This design comes from an exercise in tuning for small area, a short achievable clock period and few clock cycles on the open sky130 flow, not from production work.
The RTL was checked by simulation tests, not by an equivalence proof against the original design.
No activity file was given, so power comes from the tool's default toggle rates.

== raven ==
==> flow/design.v <==
module cpu(
           input        clk,
           input        reset,
           input        prog_we,     
           input  [3:0] prog_addr,   
           input  [7:0] prog_data,   
           output [7:0] out,
           output       out_valid,   
           output       halt_o);     
   reg [127:0] mem;
   reg [7:0]  ir;       
   reg [3:0]  pc;       
   reg [7:0]  opr;      
   reg        e_ld;     
   reg        e_ar;     
   reg        e_sub;
   reg        e_sta;    
   reg        e_out;
   reg [7:0]  a;
   reg        c, z;
   reg [7:0]  oreg;
   reg        ovalid;
   reg        halted;
   wire [7:0] ax = a ^ {8{e_sub}};
   wire [7:0] g = ax & opr;
   wire [7:0] p = ax | opr;
   wire [8:0] cy;
   genvar ci, cj;
   generate
      for (ci = 0; ci <= 8; ci = ci + 1) begin : cla
         if (ci == 0) begin : c0
            assign cy[0] = 1'b0;
         end else begin : cn
            wire [ci-1:0] t;
            for (cj = 0; cj < ci; cj = cj + 1) begin : term
               if (cj == ci - 1) begin : last
                  assign t[cj] = g[cj];
               end else begin : mid
                  assign t[cj] = g[cj] & (&p[ci-1:cj+1]);
               end
            end
            assign cy[ci] = |t;
         end
      end
   endgenerate
   wire [8:0] sx = {cy[8], ax ^ opr ^ cy[7:0]};
   wire [7:0] res = sx[7:0] ^ {8{e_sub}};
   wire       c_new = sx[8];
   wire [7:0] kin = {a[6:0] | opr[6:0], 1'b0};
   wire       z_new = e_sub ? (a == opr) : &(~(a ^ opr ^ kin));
   wire       c_f = e_ar ? c_new : c;
   wire       z_f = e_ar ? z_new : z;
   function [7:0] ram_rd(input [127:0] m, input [3:0] ad);
      integer k;
      begin
         ram_rd = 8'd0;
         for (k = 0; k < 16; k = k + 1)
           ram_rd = ram_rd | (m[k*8 +: 8] & {8{ad == k}});
      end
   endfunction
   wire [3:0] op = ir[7:4];
   wire [3:0] n  = ir[3:0];
   wire d_lda = (op == 4'h1);
   wire d_add = (op == 4'h2);
   wire d_sub = (op == 4'h3);
   wire d_sta = (op == 4'h4);
   wire d_ldi = (op == 4'h5);
   wire d_jmp = (op == 4'h6);
   wire d_jc  = (op == 4'h7);
   wire d_jz  = (op == 4'h8);
   wire d_out = (op == 4'he);
   wire d_hlt = (op == 4'hf);
   wire hold  = d_hlt | (op >= 4'h9 && op <= 4'hd);
   wire uses_n = d_lda | d_add | d_sub | d_jmp | d_jc | d_jz;
   wire hz_n   = e_sta & (opr[3:0] == n) & uses_n;
   wire hz_p   = e_sta & (opr[3:0] == pc);
   wire st_p   = d_sta & (n == pc);
   wire [7:0] rd_n = ram_rd(mem, n);
   wire [7:0] rd_p = ram_rd(mem, pc);
   wire taken = d_jmp | (d_jc & c_f) | (d_jz & z_f);
   wire [3:0] n_inc  = {n[3] ^ (&n[2:0]), n[2] ^ (&n[1:0]), n[1] ^ n[0], ~n[0]};
   wire [3:0] pc_inc = {pc[3] ^ (&pc[2:0]), pc[2] ^ (&pc[1:0]), pc[1] ^ pc[0], ~pc[0]};
   wire       jump   = taken & ~reset & ~hz_n;
   wire [7:0] ir_seq = reset ? 8'h00 : (hold | hz_n) ? ir : (st_p | hz_p) ? 8'h00 : rd_p;
   wire [3:0] pc_seq = reset ? 4'd0 : (hold | hz_n | st_p | hz_p) ? pc : pc_inc;
   always @(posedge clk) begin
      ir <= jump ? rd_n : ir_seq;
      pc <= jump ? n_inc : pc_seq;
   end
   always @(posedge clk) begin
      if (reset || hz_n) begin
         e_ld  <= 1'b0;
         e_ar  <= 1'b0;
         e_sub <= 1'b0;
         e_sta <= 1'b0;
         e_out <= 1'b0;
      end else begin
         e_ld  <= d_lda | d_ldi;
         e_ar  <= d_add | d_sub;
         e_sub <= d_sub;
         e_sta <= d_sta;
         e_out <= d_out;
      end
      opr <= (d_ldi | d_sta) ? {4'b0, n} : rd_n;
   end
   always @(posedge clk) begin
      if (reset) begin
         a <= 8'd0;
         c <= 1'b0;
         z <= 1'b0;
         oreg <= 8'd0;
         ovalid <= 1'b0;
         halted <= 1'b0;
      end else begin
         if (e_ld)
           a <= opr;
         else if (e_ar)
           a <= res;
         if (e_ar) begin
            c <= c_new;
            z <= z_new;
         end
         if (e_out)
           oreg <= a;
         ovalid <= e_out;
         if (d_hlt)
           halted <= 1'b1;
      end
   end
   wire       we    = reset ? prog_we : e_sta;
   wire [3:0] waddr = reset ? prog_addr : opr[3:0];
   wire [7:0] wdata = reset ? prog_data : a;
   genvar i;
   generate
      for (i = 0; i < 16; i = i + 1) begin : ram
         always @(posedge clk)
           if (we && waddr == i)
             mem[i*8 +: 8] <= wdata;
      end
   endgenerate
   assign out = oreg;
   assign out_valid = ovalid;
   assign halt_o = halted;
endmodule
clock: 4.5 ns
lec_check: 0
cap_margin: 20
core_margin: 2
core_utilization: 40
cts_buf_list: sky130_fd_sc_hd__clkbuf_4 sky130_fd_sc_hd__clkbuf_8
setup_slack_margin: 2.0
slew_margin: 20
tns_end_percent: 5
standard.sh (not shown) runs the stock make flow with config.mk's settings and CLKGATE_MAP_FILE= SYNTH_SCRIPT=/design/flow/synth_recipe.tcl, a recipe that flattens the netlist after the stock synthesis.
==> flow/flow/run.sh <==
#!/bin/bash
# Standard layout (standard synthesis unchanged), with two ORFS settings changed:
# - port buffers are sky130_fd_sc_hd__buf_2 instead of the default choice
#   (a slow delay cell), every port still gets its buffer;
# - the resizer may change a gate's size to one with another footprint.
set -euo pipefail
bash standard.sh MATCH_CELL_FOOTPRINT=0 "BUFFER_PORTS_ARGS=-buffer_cell sky130_fd_sc_hd__buf_2" finish > make_finish.log 2>&1
Testbench counts of raven, summed over its fixed seeds: cycles 34,429.
Inputs modified between raven and tundra:
# raven
export LEC_CHECK = 0
export CAP_MARGIN = 20
export CORE_MARGIN = 2
export CORE_UTILIZATION = 40
export CTS_BUF_LIST = sky130_fd_sc_hd__clkbuf_4 sky130_fd_sc_hd__clkbuf_8
export SETUP_SLACK_MARGIN = 2.0
export SLEW_MARGIN = 20
export TNS_END_PERCENT = 5
create_clock -name core_clock -period 4.5 [get_ports {clk}]
# tundra
export LEC_CHECK = 0
export CAP_MARGIN = 5
export CORE_MARGIN = 2
export CORE_UTILIZATION = 40
export CTS_BUF_LIST = sky130_fd_sc_hd__clkbuf_4 sky130_fd_sc_hd__clkbuf_8
export SETUP_SLACK_MARGIN = 2.2
export SLEW_MARGIN = 5
export TNS_END_PERCENT = 5
create_clock -name core_clock -period 4.5 [get_ports {clk}]
==> flow/flow/run.sh <==
#!/bin/bash
# Standard layout (standard synthesis unchanged), with two ORFS settings changed:
# - port buffers are sky130_fd_sc_hd__buf_1 instead of the default choice
#   (a slow delay cell), every port still gets its buffer;
# - the resizer may change a gate's size to one with another footprint.
set -euo pipefail
bash standard.sh MATCH_CELL_FOOTPRINT=0 "BUFFER_PORTS_ARGS=-buffer_cell sky130_fd_sc_hd__buf_1" finish > make_finish.log 2>&1
==> comparison <==
The wire length of the first global-routing pass of tundra exceeds that of raven by 4.4%.
On remaining max-slew budget at the tightest pin, the higher figure sits with raven, not tundra.
From raven to tundra the numbers moved as follows: final cell count now sits higher; critical path depth now sits higher; minimum period implied by the final worst setup slack now sits lower.
For the final core utilization, tundra came in 2.7 points higher than raven did.
raven → tundra: peak ir drop on the vdd network went up about 24%, share of final-layout standard cells stronger than drive strength 1 went up by 6.0 points, count of TritonRoute iterations in the first routing pass higher, sum of routed wire length over all layers now sits higher.
Relative to raven, the final cell area reported for tundra is higher.

run 1:
// cpu: RTL as listed in full above, without the edits since
clock: 4.5 ns
lec_check: 0
cap_margin: 20
core_margin: 2
core_utilization: 40
cts_buf_list: sky130_fd_sc_hd__clkbuf_4 sky130_fd_sc_hd__clkbuf_8
cts_cluster_diameter: 60
cts_cluster_size: 30
setup_slack_margin: 2.2
slew_margin: 20
tns_end_percent: 5
==> flow/flow/run.sh <==
#!/bin/bash
# Standard layout (standard synthesis unchanged), with two ORFS settings changed:
# - port buffers are sky130_fd_sc_hd__buf_2 instead of the default choice
#   (a slow delay cell), every port still gets its buffer;
# - the resizer may change a gate's size to one with another footprint.
set -euo pipefail
bash standard.sh MATCH_CELL_FOOTPRINT=0 "BUFFER_PORTS_ARGS=-buffer_cell sky130_fd_sc_hd__buf_2" finish > make_finish.log 2>&1
Run 1 has completed all stages; timing, DRC and antenna checks passed.
Testbench counts of run 1, summed over its fixed seeds: cycles 34,429.
For run 2, these inputs were changed with respect to run 1:
- setting ABC_AREA to 1 for the first time
- removing CTS_CLUSTER_SIZE (formerly 30)
- removing CTS_CLUSTER_DIAMETER (formerly 60)
- Side by side, synthesized area turned out higher in run 2 than in run 1.
- Sequential element share of the synthesized area: run 2 < run 1
- Run 2 vs run 1: count of unique library cells instantiated by Yosys down by more than a quarter
- Compared with run 1, in run 2 die extent in x up 0.77%; time the final worst path needs with I/O delays and setup up 240 ps.
Edits applied to the flow inputs when going from run 2 to run 3:
- a change of SETUP_SLACK_MARGIN from 2.2 to 2.0
- a deleted ABC_AREA that had been 1
==> flow/run.sh (new file) <==
#!/bin/bash
# synth_recipe.tcl (not shown) runs the flow's synth.tcl, then flattens the netlist and writes it again
# the make line also repeats each setting of config.mk as NAME=value (left out here)
make -C /OpenROAD-flow-scripts/flow DESIGN_CONFIG=/design/flow/config.mk WORK_HOME=/design/flow/orfs CLKGATE_MAP_FILE= SYNTH_SCRIPT=/design/flow/synth_recipe.tcl finish
removed: flow/flow/run.sh
removed: flow/standard.sh
==> comparison <==
Across run 3 and run 2, none had a timing, DRC or antenna violation. Taking run 2 as the reference, in run 3 share of final layout cell area taken by clock buffers and inverters moved up; overall via count from detail_route moved down. When the final numbers for run 3 and run 2 were put side by side, the number of non-clock buffers turned out to be smaller in run 2. Run 3 vs run 2 on portion of total power attributed to combinational logic: run 3 is the higher one. Re data required time at the worst endpoint: run 3 and run 2 aren't equal, and the lower value belongs to run 3. Die area ends up higher on run 2. Run 3 supports a higher top clock frequency than run 2.
Edits applied to the flow inputs when going from run 3 to run 4:
- SETUP_SLACK_MARGIN changed from 2.0 to 2.2
==> flow/flow/run.sh (new file) <==
#!/bin/bash
# Standard layout (standard synthesis unchanged), with two ORFS settings changed:
# - port buffers are sky130_fd_sc_hd__buf_2 instead of the default choice
#   (a slow delay cell), every port still gets its buffer;
# - the resizer may change a gate's size to one with another footprint.
set -euo pipefail
bash standard.sh MATCH_CELL_FOOTPRINT=0 "BUFFER_PORTS_ARGS=-buffer_cell sky130_fd_sc_hd__buf_2" finish > make_finish.log 2>&1
==> flow/standard.sh (new file) <==
#!/bin/bash
# synth_recipe.tcl (not shown) runs the flow's synth.tcl, then flattens the netlist and writes it again
# the make line also repeats each setting of config.mk as NAME=value (left out here)
make -C /OpenROAD-flow-scripts/flow DESIGN_CONFIG=/design/flow/config.mk WORK_HOME=/design/flow/orfs CLKGATE_MAP_FILE= SYNTH_SCRIPT=/design/flow/synth_recipe.tcl "${@:-finish}"
removed: flow/run.sh
--- outcome ---
Run 4 completed; timing, DRC and antenna clean
Clock network fraction of design power: run 4 vs run 3 — no meaningful difference
Between run 4 and run 3, worst slew margin relative to its limit is lower for run 4, run 3 comes in above that.
Later-pin clock latency in the skew report: run 4 vs run 3 — no meaningful difference
Relative area of non-clock buffer cells in the final design, run 4 and run 3: higher on run 4
Re part of the cycle the worst path needs: run 3 was higher than run 4.
Going from run 3 to run 4, portion of total power attributed to combinational logic picked up an extra 2.7 points, worst endpoint data arrival time now smaller, final wirelength fell about 6%.
Taking run 3 as the reference, in run 4 count of placed standard cells in the final layout, fillers left out moved up; clock-buffer cell count picked up an extra 1.

-- afterwards: timing with drivers on the ports --
In the flow no input, the clock included, has a driving cell. The finished layouts below were timed again as built, in two steps.
Step 1 assumes that a clkbuf_16 drives the clock port and a buf_2 every other input.
Step 2 times the ports against the registers' clock, not the clock port: input delays grow and output delays shrink by t, the midpoint of the rising clock arrivals with the driver on.
a / b / c = no drivers / after step 1 / after step 2; a / b = the first two.
| run | shift t [ns] | setup WS [ns] | worst setup path after step 2 | pins driven straight from the clock port |
|---|---|---|---|---|
| raven | 0.505 | 1.918 / 1.933 / 1.428 | input to register | 1 |
| tundra | 0.512 | 2.098 / 2.098 / 1.716 | input to register | 1 |
| run 1 | 0.508 | 2.107 / 2.107 / 1.691 | input to register | 1 |
| run 2 | 0.522 | 1.867 / 1.867 / 1.586 | input to register | 1 |
| run 3 | 0.520 | 1.895 / 1.914 / 1.394 | input to register | 1 |
| run 4 | 0.508 | 2.107 / 2.107 / 1.691 | input to register | 1 |
After both steps setup and hold are still met in every run listed. For run 3, which loses most, drivers alone change the setup slack by +0.019 ns; drivers and shift together by -0.501 ns.
